Context: an optimization exercise on an open-source flow, tuned for small area, a short achievable clock period and few clock cycles. The choices shown serve that exercise and are no tape-out recipe. At most, simulation tests tie the RTL to the original design; equivalence was not proved.

==> exp/indigo: inputs <==
==> flow/design.v (excerpt) <==
module proc (
    clk, rst,
    imem_addr, imem_rd, imem_rdata,
    dmem_addr, dmem_wdata, dmem_wr, dmem_rd, dmem_rdata,
    wb_en, wb_reg, wb_data, st_en, st_addr, st_data, halt
    );
clock: 12.0 ns
lec_check: 0
abc_area: 1
cap_margin: 20
core_margin: 2
core_utilization: 40
slew_margin: 20
standard.sh (not shown) runs the stock make flow with config.mk's settings and CLKGATE_MAP_FILE= SYNTH_SCRIPT=/design/flow/synth_recipe.tcl, a recipe that flattens the netlist after the stock synthesis.
==> flow/flow/run.sh <==
#!/bin/bash
set -euo pipefail
bash standard.sh SETUP_SLACK_MARGIN=9 finish > make.log 2>&1
==> inputs of exp/garnet, as changes to exp/indigo <==
--- a/flow/design.v
+++ b/flow/design.v
@@ -33,15 +33,12 @@
     reg         issue;            
     reg         l1, l2;           
     reg         iv1, iv2;         
     reg  [1:0]  ib1, ib2;         
     reg         fstop;            
-    reg  [15:0] q0, b0, b1, b2;
-    reg         qv;               
-    reg  [1:0]  bc;               
-    reg  [1:0]  rp, wp;           
-    reg         mA_E, mA_M1, mA_M2, mA_M3, mB_E, mB_M1, mB_M2, mB_M3;
+    reg  [15:0] q0, q1, q2, q3;
+    reg  [2:0]  qc;
     reg  [15:1] pcd;              
     reg         dstop;            
     reg  [15:0] rf [0:7];
     reg  [7:0]  rfv;              
     reg         ev;
@@ -97,11 +94,11 @@
     wire [15:0] btr;
     genvar gi;
     generate for (gi = 0; gi < 16; gi = gi + 1) begin : g_btr
         assign btr[gi] = opA[15 - gi];
     end endgenerate
-    wire eq  = (sum == 16'h0000);      
+    wire eq  = (opA == rB);
     wire sle = (opA[15] ^ rB[15]) ? opA[15] : ~sum[15];
     wire setv = (esetop == 2'b00) ? eq :
                 (esetop == 2'b01) ? (sle & ~eq) :
                 (esetop == 2'b10) ? sle : cout;
     wire [15:0] eres =
@@ -114,12 +111,11 @@
         ({16{rs_slbi}} & {opA[7:0], eimm[7:0]}) |
         ({16{rs_set}}  & {15'b0, setv}) |
         ({16{rs_link}} & rB);
     wire [15:0] ir = q0;
     wire [4:0]  op = ir[15:11];
-    wire [2:0] qc = {1'b0, bc} + {2'b0, qv};
-    wire dv = qv & ~dstop;
+    wire dv = (qc != 3'd0) & ~dstop;
     wire is_rr    = (op == 5'b11011);                   
     wire is_rsh   = (op == 5'b11010);                   
     wire is_set   = (op[4:2] == 3'b111);                
     wire is_btr   = (op == 5'b11001);
     wire is_ia    = (op[4:2] == 3'b010);                
@@ -150,18 +146,24 @@
     wire [15:0] sx8 = {{8{ir[7]}}, ir[7:0]};
     wire [15:0] zx8 = {8'b0, ir[7:0]};
     wire [15:0] dimm = (is_lbi | is_jrx) ? sx8 :
                        is_slbi ? zx8 :
                        ((op[4:1] == 4'b0101) | is_ish) ? zx5 : sx5;
-    wire hazard = (useA & ((mA_E & eld) | (mA_M1 & m1ld) | (mA_M2 & m2ld))) |
-                  (useB & ((mB_E & eld) | (mB_M1 & m1ld) | (mB_M2 & m2ld)));
-    wire e_early = rs_imm | rs_slbi | rs_link;
-    wire [15:0] e_early_val = rs_slbi ? {opA[7:0], eimm[7:0]} : rs_link ? eB : eimm16;
-    wire sA_E  = mA_E;
-    wire sA_M1 = mA_M1;
-    wire sA_M2 = mA_M2;
-    wire sA_M3 = mA_M3;
+    function ldpend;
+        input [2:0] r;
+        begin
+            ldpend = (ev & eld & (edst == r)) | (m1v & m1ld & (m1dst == r)) |
+                     (m2v & m2ld & (m2dst == r));
+        end
+    endfunction
+    wire hazard = (useA & ldpend(rsA)) | (useB & ldpend(rsB));
+    wire e_early = rs_imm | rs_slbi;
+    wire [15:0] e_early_val = rs_slbi ? {opA[7:0], eimm[7:0]} : eimm16;
+    wire sA_E  = ev & ewr & (edst == rsA);
+    wire sA_M1 = m1v & m1wr & (m1dst == rsA);
+    wire sA_M2 = m2v & m2wr & (m2dst == rsA);
+    wire sA_M3 = m3w & (m3dst == rsA);
     wire [15:0] rfA = rfv[rsA] ? rf[rsA] : 16'h0000;
     wire availA = sA_E ? e_early : sA_M1 ? ~m1ld : sA_M2 ? ~m2ld : sA_M3 ? ~m3ld : 1'b1;
     wire [15:0] dvalA = sA_E ? e_early_val : sA_M1 ? m1res : sA_M2 ? m2res : sA_M3 ? m3res : rfA;
     wire dzero = (dvalA == 16'h0000);
     wire taken = (op[1:0] == 2'b00) ? dzero :
@@ -174,34 +176,30 @@
         (ev & (eld | est) & (ebk == dbank)) |
         (m1v & (m1ld | m1st) & (m1res[2:1] == dbank)) |
         (dv1 & (db1 == dbank)));
     wire [15:1] pc2 = pcd + 15'd1;
     wire [15:0] boff = is_br ? sx8 : {{5{ir[10]}}, ir[10:0]};
-    wire [15:1] tga = is_jrx ? dvalA[15:1] : pc2;
-    wire [15:1] tgb = is_jrx ? sx8[15:1] : boff[15:1];
-    wire [15:1] dtgt = tga + tgb + {14'b0, is_jrx & dvalA[0] & ir[0]};
+    wire [15:1] dtgt = pc2 + boff[15:1];
+    wire [15:0] jsum = dvalA + sx8;
     wire d_go = dv & ~hazard & ~ctl_wait & ~mem_wait;
     wire redirect = d_go & (is_j | is_jal | is_jrx | (is_br & taken));
-    wire [15:1] rtarget = dtgt;
+    wire [15:1] rtarget = is_jrx ? jsum[15:1] : dtgt;
     wire [15:0] rdA = sA_M3 ? m3val : rfA;
-    wire [15:0] rdB = mB_M3 ? m3val : (rfv[rsB] ? rf[rsB] : 16'h0000);
+    wire [15:0] rdB = (m3w & (m3dst == rsB)) ? m3val : (rfv[rsB] ? rf[rsB] : 16'h0000);
     wire m1wrv = m1v & m1wr;
     wire m2wrv = m2v & m2wr;
     wire [3:0] fA = ~useA ? 4'b1000 :
                     sA_E ? 4'b0001 :
                     sA_M1 ? 4'b0010 :
                     sA_M2 ? 4'b0100 : 4'b1000;
     wire [3:0] fB = ~useB ? 4'b1000 :
-                    mB_E ? 4'b0001 :
-                    mB_M1 ? 4'b0010 :
-                    mB_M2 ? 4'b0100 : 4'b1000;
+                    (ev & ewr & (edst == rsB)) ? 4'b0001 :
+                    (m1wrv & (m1dst == rsB)) ? 4'b0010 :
+                    (m2wrv & (m2dst == rsB)) ? 4'b0100 : 4'b1000;
     assign imem_rd = issue;
     assign imem_addr = {fa, 1'b0};
     wire push = l2 & ~redirect;
-    wire to_q0 = (bc == 2'd0) & (~qv | d_go);
-    wire [15:0] bhead = (rp == 2'd0) ? b0 : (rp == 2'd1) ? b1 : b2;
-    wire [15:0] nq0 = d_go ? ((bc != 2'd0) ? bhead : imem_rdata) : (qv ? q0 : imem_rdata);
     wire [15:1] fa_seq = issue ? fa + 15'd1 : fa;
     wire fstop_nr = (push & stop_op(imem_rdata)) ? 1'b1 :
                     (d_go & is_br) ? 1'b0 : fstop;
     wire [2:0] qc_go   = qc - 3'd1 + {2'b0, l2};
     wire [2:0] qc_nogo = qc + {2'b0, l2};
@@ -230,39 +228,25 @@
             l2 <= l1 & ~redirect;
             iv1 <= issue; iv2 <= iv1;
             fstop <= redirect ? 1'b0 : fstop_nr;
         end
         ib1 <= fa[2:1]; ib2 <= ib1;
-        if (l2) begin
-            if (wp == 2'd0) b0 <= imem_rdata;
-            if (wp == 2'd1) b1 <= imem_rdata;
-            if (wp == 2'd2) b2 <= imem_rdata;
-        end
-        q0 <= nq0;
-        if (rst) begin
-            mA_E <= 1'b0; mA_M1 <= 1'b0; mA_M2 <= 1'b0; mA_M3 <= 1'b0;
-            mB_E <= 1'b0; mB_M1 <= 1'b0; mB_M2 <= 1'b0; mB_M3 <= 1'b0;
+        if (rst | redirect) begin
+            qc <= 3'd0;
         end else begin
-            mA_E  <= d_go & dwr & (ddst == nq0[10:8]);
-            mA_M1 <= ev & ewr & (edst == nq0[10:8]);
-            mA_M2 <= m1v & m1wr & (m1dst == nq0[10:8]);
-            mA_M3 <= m2v & m2wr & (m2dst == nq0[10:8]);
-            mB_E  <= d_go & dwr & (ddst == nq0[7:5]);
-            mB_M1 <= ev & ewr & (edst == nq0[7:5]);
-            mB_M2 <= m1v & m1wr & (m1dst == nq0[7:5]);
-            mB_M3 <= m2v & m2wr & (m2dst == nq0[7:5]);
+            qc <= d_go ? qc_go : qc_nogo;
         end
-        if (rst | redirect) begin
-            qv <= 1'b0;
-            bc <= 2'd0;
-            rp <= 2'd0;
-            wp <= 2'd0;
+        if (d_go) begin
+            q0 <= (l2 && qc == 3'd1) ? imem_rdata : q1;
+            q1 <= (l2 && qc == 3'd2) ? imem_rdata : q2;
+            q2 <= (l2 && qc == 3'd3) ? imem_rdata : q3;
+            q3 <= imem_rdata;
         end else begin
-            qv <= d_go ? ((bc != 2'd0) | push) : (qv | push);
-            bc <= bc + {1'b0, push & ~to_q0} - {1'b0, d_go & (bc != 2'd0)};
-            if (d_go & (bc != 2'd0)) rp <= (rp == 2'd2) ? 2'd0 : rp + 2'd1;
-            if (push & ~to_q0) wp <= (wp == 2'd2) ? 2'd0 : wp + 2'd1;
+            if (l2 && qc == 3'd0) q0 <= imem_rdata;
+            if (l2 && qc == 3'd1) q1 <= imem_rdata;
+            if (l2 && qc == 3'd2) q2 <= imem_rdata;
+            if (l2 && qc == 3'd3) q3 <= imem_rdata;
         end
         if (rst) begin
             pcd <= 15'd0;
             dstop <= 1'b0;
         end else begin
==> flow/flow/run.sh (replaced) <==
#!/bin/bash
set -euo pipefail
bash standard.sh SETUP_SLACK_MARGIN=8 finish > make.log 2>&1
==> flow/config.mk (replaced) <==
export PLATFORM = sky130hd
export DESIGN_NAME = proc
export DESIGN_NICKNAME = proc
export VERILOG_FILES = /design/flow/design.v
export SDC_FILE = /design/flow/constraint.sdc
export NUM_CORES = 4
export LEC_CHECK = 0
export CAP_MARGIN = 20
export CORE_MARGIN = 2
export CORE_UTILIZATION = 40
export SLEW_MARGIN = 20
==> inputs of exp/yarrow, as changes to exp/indigo <==
--- a/flow/design.v
+++ b/flow/design.v
@@ -33,15 +33,12 @@
     reg         issue;            
     reg         l1, l2;           
     reg         iv1, iv2;         
     reg  [1:0]  ib1, ib2;         
     reg         fstop;            
-    reg  [15:0] q0, b0, b1, b2;
-    reg         qv;               
-    reg  [1:0]  bc;               
-    reg  [1:0]  rp, wp;           
-    reg         mA_E, mA_M1, mA_M2, mA_M3, mB_E, mB_M1, mB_M2, mB_M3;
+    reg  [15:0] q0, q1, q2, q3;
+    reg  [2:0]  qc;
     reg  [15:1] pcd;              
     reg         dstop;            
     reg  [15:0] rf [0:7];
     reg  [7:0]  rfv;              
     reg         ev;
@@ -114,12 +111,11 @@
         ({16{rs_slbi}} & {opA[7:0], eimm[7:0]}) |
         ({16{rs_set}}  & {15'b0, setv}) |
         ({16{rs_link}} & rB);
     wire [15:0] ir = q0;
     wire [4:0]  op = ir[15:11];
-    wire [2:0] qc = {1'b0, bc} + {2'b0, qv};
-    wire dv = qv & ~dstop;
+    wire dv = (qc != 3'd0) & ~dstop;
     wire is_rr    = (op == 5'b11011);                   
     wire is_rsh   = (op == 5'b11010);                   
     wire is_set   = (op[4:2] == 3'b111);                
     wire is_btr   = (op == 5'b11001);
     wire is_ia    = (op[4:2] == 3'b010);                
@@ -150,18 +146,24 @@
     wire [15:0] sx8 = {{8{ir[7]}}, ir[7:0]};
     wire [15:0] zx8 = {8'b0, ir[7:0]};
     wire [15:0] dimm = (is_lbi | is_jrx) ? sx8 :
                        is_slbi ? zx8 :
                        ((op[4:1] == 4'b0101) | is_ish) ? zx5 : sx5;
-    wire hazard = (useA & ((mA_E & eld) | (mA_M1 & m1ld) | (mA_M2 & m2ld))) |
-                  (useB & ((mB_E & eld) | (mB_M1 & m1ld) | (mB_M2 & m2ld)));
+    function ldpend;
+        input [2:0] r;
+        begin
+            ldpend = (ev & eld & (edst == r)) | (m1v & m1ld & (m1dst == r)) |
+                     (m2v & m2ld & (m2dst == r));
+        end
+    endfunction
+    wire hazard = (useA & ldpend(rsA)) | (useB & ldpend(rsB));
     wire e_early = rs_imm | rs_slbi | rs_link;
     wire [15:0] e_early_val = rs_slbi ? {opA[7:0], eimm[7:0]} : rs_link ? eB : eimm16;
-    wire sA_E  = mA_E;
-    wire sA_M1 = mA_M1;
-    wire sA_M2 = mA_M2;
-    wire sA_M3 = mA_M3;
+    wire sA_E  = ev & ewr & (edst == rsA);
+    wire sA_M1 = m1v & m1wr & (m1dst == rsA);
+    wire sA_M2 = m2v & m2wr & (m2dst == rsA);
+    wire sA_M3 = m3w & (m3dst == rsA);
     wire [15:0] rfA = rfv[rsA] ? rf[rsA] : 16'h0000;
     wire availA = sA_E ? e_early : sA_M1 ? ~m1ld : sA_M2 ? ~m2ld : sA_M3 ? ~m3ld : 1'b1;
     wire [15:0] dvalA = sA_E ? e_early_val : sA_M1 ? m1res : sA_M2 ? m2res : sA_M3 ? m3res : rfA;
     wire dzero = (dvalA == 16'h0000);
     wire taken = (op[1:0] == 2'b00) ? dzero :
@@ -181,27 +183,24 @@
     wire [15:1] dtgt = tga + tgb + {14'b0, is_jrx & dvalA[0] & ir[0]};
     wire d_go = dv & ~hazard & ~ctl_wait & ~mem_wait;
     wire redirect = d_go & (is_j | is_jal | is_jrx | (is_br & taken));
     wire [15:1] rtarget = dtgt;
     wire [15:0] rdA = sA_M3 ? m3val : rfA;
-    wire [15:0] rdB = mB_M3 ? m3val : (rfv[rsB] ? rf[rsB] : 16'h0000);
+    wire [15:0] rdB = (m3w & (m3dst == rsB)) ? m3val : (rfv[rsB] ? rf[rsB] : 16'h0000);
     wire m1wrv = m1v & m1wr;
     wire m2wrv = m2v & m2wr;
     wire [3:0] fA = ~useA ? 4'b1000 :
                     sA_E ? 4'b0001 :
                     sA_M1 ? 4'b0010 :
                     sA_M2 ? 4'b0100 : 4'b1000;
     wire [3:0] fB = ~useB ? 4'b1000 :
-                    mB_E ? 4'b0001 :
-                    mB_M1 ? 4'b0010 :
-                    mB_M2 ? 4'b0100 : 4'b1000;
+                    (ev & ewr & (edst == rsB)) ? 4'b0001 :
+                    (m1wrv & (m1dst == rsB)) ? 4'b0010 :
+                    (m2wrv & (m2dst == rsB)) ? 4'b0100 : 4'b1000;
     assign imem_rd = issue;
     assign imem_addr = {fa, 1'b0};
     wire push = l2 & ~redirect;
-    wire to_q0 = (bc == 2'd0) & (~qv | d_go);
-    wire [15:0] bhead = (rp == 2'd0) ? b0 : (rp == 2'd1) ? b1 : b2;
-    wire [15:0] nq0 = d_go ? ((bc != 2'd0) ? bhead : imem_rdata) : (qv ? q0 : imem_rdata);
     wire [15:1] fa_seq = issue ? fa + 15'd1 : fa;
     wire fstop_nr = (push & stop_op(imem_rdata)) ? 1'b1 :
                     (d_go & is_br) ? 1'b0 : fstop;
     wire [2:0] qc_go   = qc - 3'd1 + {2'b0, l2};
     wire [2:0] qc_nogo = qc + {2'b0, l2};
@@ -230,39 +229,25 @@
             l2 <= l1 & ~redirect;
             iv1 <= issue; iv2 <= iv1;
             fstop <= redirect ? 1'b0 : fstop_nr;
         end
         ib1 <= fa[2:1]; ib2 <= ib1;
-        if (l2) begin
-            if (wp == 2'd0) b0 <= imem_rdata;
-            if (wp == 2'd1) b1 <= imem_rdata;
-            if (wp == 2'd2) b2 <= imem_rdata;
-        end
-        q0 <= nq0;
-        if (rst) begin
-            mA_E <= 1'b0; mA_M1 <= 1'b0; mA_M2 <= 1'b0; mA_M3 <= 1'b0;
-            mB_E <= 1'b0; mB_M1 <= 1'b0; mB_M2 <= 1'b0; mB_M3 <= 1'b0;
+        if (rst | redirect) begin
+            qc <= 3'd0;
         end else begin
-            mA_E  <= d_go & dwr & (ddst == nq0[10:8]);
-            mA_M1 <= ev & ewr & (edst == nq0[10:8]);
-            mA_M2 <= m1v & m1wr & (m1dst == nq0[10:8]);
-            mA_M3 <= m2v & m2wr & (m2dst == nq0[10:8]);
-            mB_E  <= d_go & dwr & (ddst == nq0[7:5]);
-            mB_M1 <= ev & ewr & (edst == nq0[7:5]);
-            mB_M2 <= m1v & m1wr & (m1dst == nq0[7:5]);
-            mB_M3 <= m2v & m2wr & (m2dst == nq0[7:5]);
+            qc <= d_go ? qc_go : qc_nogo;
         end
-        if (rst | redirect) begin
-            qv <= 1'b0;
-            bc <= 2'd0;
-            rp <= 2'd0;
-            wp <= 2'd0;
+        if (d_go) begin
+            q0 <= (l2 && qc == 3'd1) ? imem_rdata : q1;
+            q1 <= (l2 && qc == 3'd2) ? imem_rdata : q2;
+            q2 <= (l2 && qc == 3'd3) ? imem_rdata : q3;
+            q3 <= imem_rdata;
         end else begin
-            qv <= d_go ? ((bc != 2'd0) | push) : (qv | push);
-            bc <= bc + {1'b0, push & ~to_q0} - {1'b0, d_go & (bc != 2'd0)};
-            if (d_go & (bc != 2'd0)) rp <= (rp == 2'd2) ? 2'd0 : rp + 2'd1;
-            if (push & ~to_q0) wp <= (wp == 2'd2) ? 2'd0 : wp + 2'd1;
+            if (l2 && qc == 3'd0) q0 <= imem_rdata;
+            if (l2 && qc == 3'd1) q1 <= imem_rdata;
+            if (l2 && qc == 3'd2) q2 <= imem_rdata;
+            if (l2 && qc == 3'd3) q3 <= imem_rdata;
         end
         if (rst) begin
             pcd <= 15'd0;
             dstop <= 1'b0;
         end else begin
==> flow/flow/run.sh (replaced) <==
#!/bin/bash
set -euo pipefail
bash standard.sh SETUP_SLACK_MARGIN=8 finish > make.log 2>&1
--- a/flow/config.mk
+++ b/flow/config.mk
@@ -6,7 +6,7 @@
 export NUM_CORES = 4
 export LEC_CHECK = 0
 export ABC_AREA = 1
 export CAP_MARGIN = 20
 export CORE_MARGIN = 2
-export CORE_UTILIZATION = 40
+export CORE_UTILIZATION = 60
 export SLEW_MARGIN = 20
==> metrics.cfg <==
[worst_setup_path]
worstReg2RegStart = q0[8]$_DFF_P_
critPathSlowestCell = fa_2
reg2regPathDepth = 32

[sta]
fin_crit_ns = 4.16

[layout]
num-nonclk-buffers = 436
final_common_cell = nand2_1
seq_area_mm2 = 0.0108

[global_route]
grt_pass1_vias = 22697
grt_util_all_layers_pct = 29.3

[outcome]
status = timing/DRC/antenna clean

[detailed_routing]
drt_iter0_drc = 2297

[end of results for exp/indigo]
==> metrics.cfg <==
[outcome]
status = timing/DRC/antenna clean

[layout]
num-nonclk-buffers = 286
seq_area_mm2 = 0.0102

[global_route]
grt_util_all_layers_pct = 40.3

[worst_setup_path]
worstReg2RegStart = q0[10]$_DFFE_PN_

[end of results for exp/yarrow]
==> metrics.cfg <==
[outcome]
status = timing/DRC/antenna clean

[worst_setup_path]
reg2regPathDepth = 21
worstReg2RegStart = q0[9]$_DFFE_PN_
cp.required_ns = 12.49

[layout]
num-nonclk-buffers = 257
seq_area_mm2 = 0.0102

[yosys]
synth_common_cells = dfxtp_1 (290), nor2_1 (208), nand2_1 (199), edfxtp_1 (144), a21oi_1 (122)

[detailed_routing]
drt_iter0_drc = 1919

[global_route]
grt_util_all_layers_pct = 25.5

[end of results for exp/garnet]
Testbench counts of exp/indigo, summed over its fixed seeds: cycles 109,283.
Function not checked in exp/garnet and exp/yarrow: the RTL went through the layout flow alone.

[re-timing with driven ports]
How much do the figures lean on ideal ports? The routed layouts below were timed once more, with nothing changed but the port constraints. Step 1: set_driving_cell puts a clkbuf_16 on clk and a buf_2 on each other input, an assumption about the parent block. Step 2 moves the port delays by t, midway between the first and last clock arrival at a register: inputs arrive t later, outputs are due t later. That takes back most of the time a late clock gives input paths. a / b / c = ideal / step 1 / step 2; a / b = the first two.
run	shift t [ns]	setup WS [ns]	latest minus earliest clock arrival (ns)	worst data-port slew with drivers (ns)	pins driven straight from the clock port
exp/indigo	0.662	7.837 / 7.837 / 7.741	0.036 / 0.036	0.04	1
exp/garnet	0.662	7.330 / 7.330 / 7.330	0.017 / 0.018	0.04	1
exp/yarrow	0.657	7.806 / 7.806 / 7.691	0.019 / 0.019	0.05	1
After both steps every run listed still meets setup and hold. For exp/yarrow, which loses most, drivers alone change the setup slack by 0.000 ns; drivers and shift together by -0.115 ns.
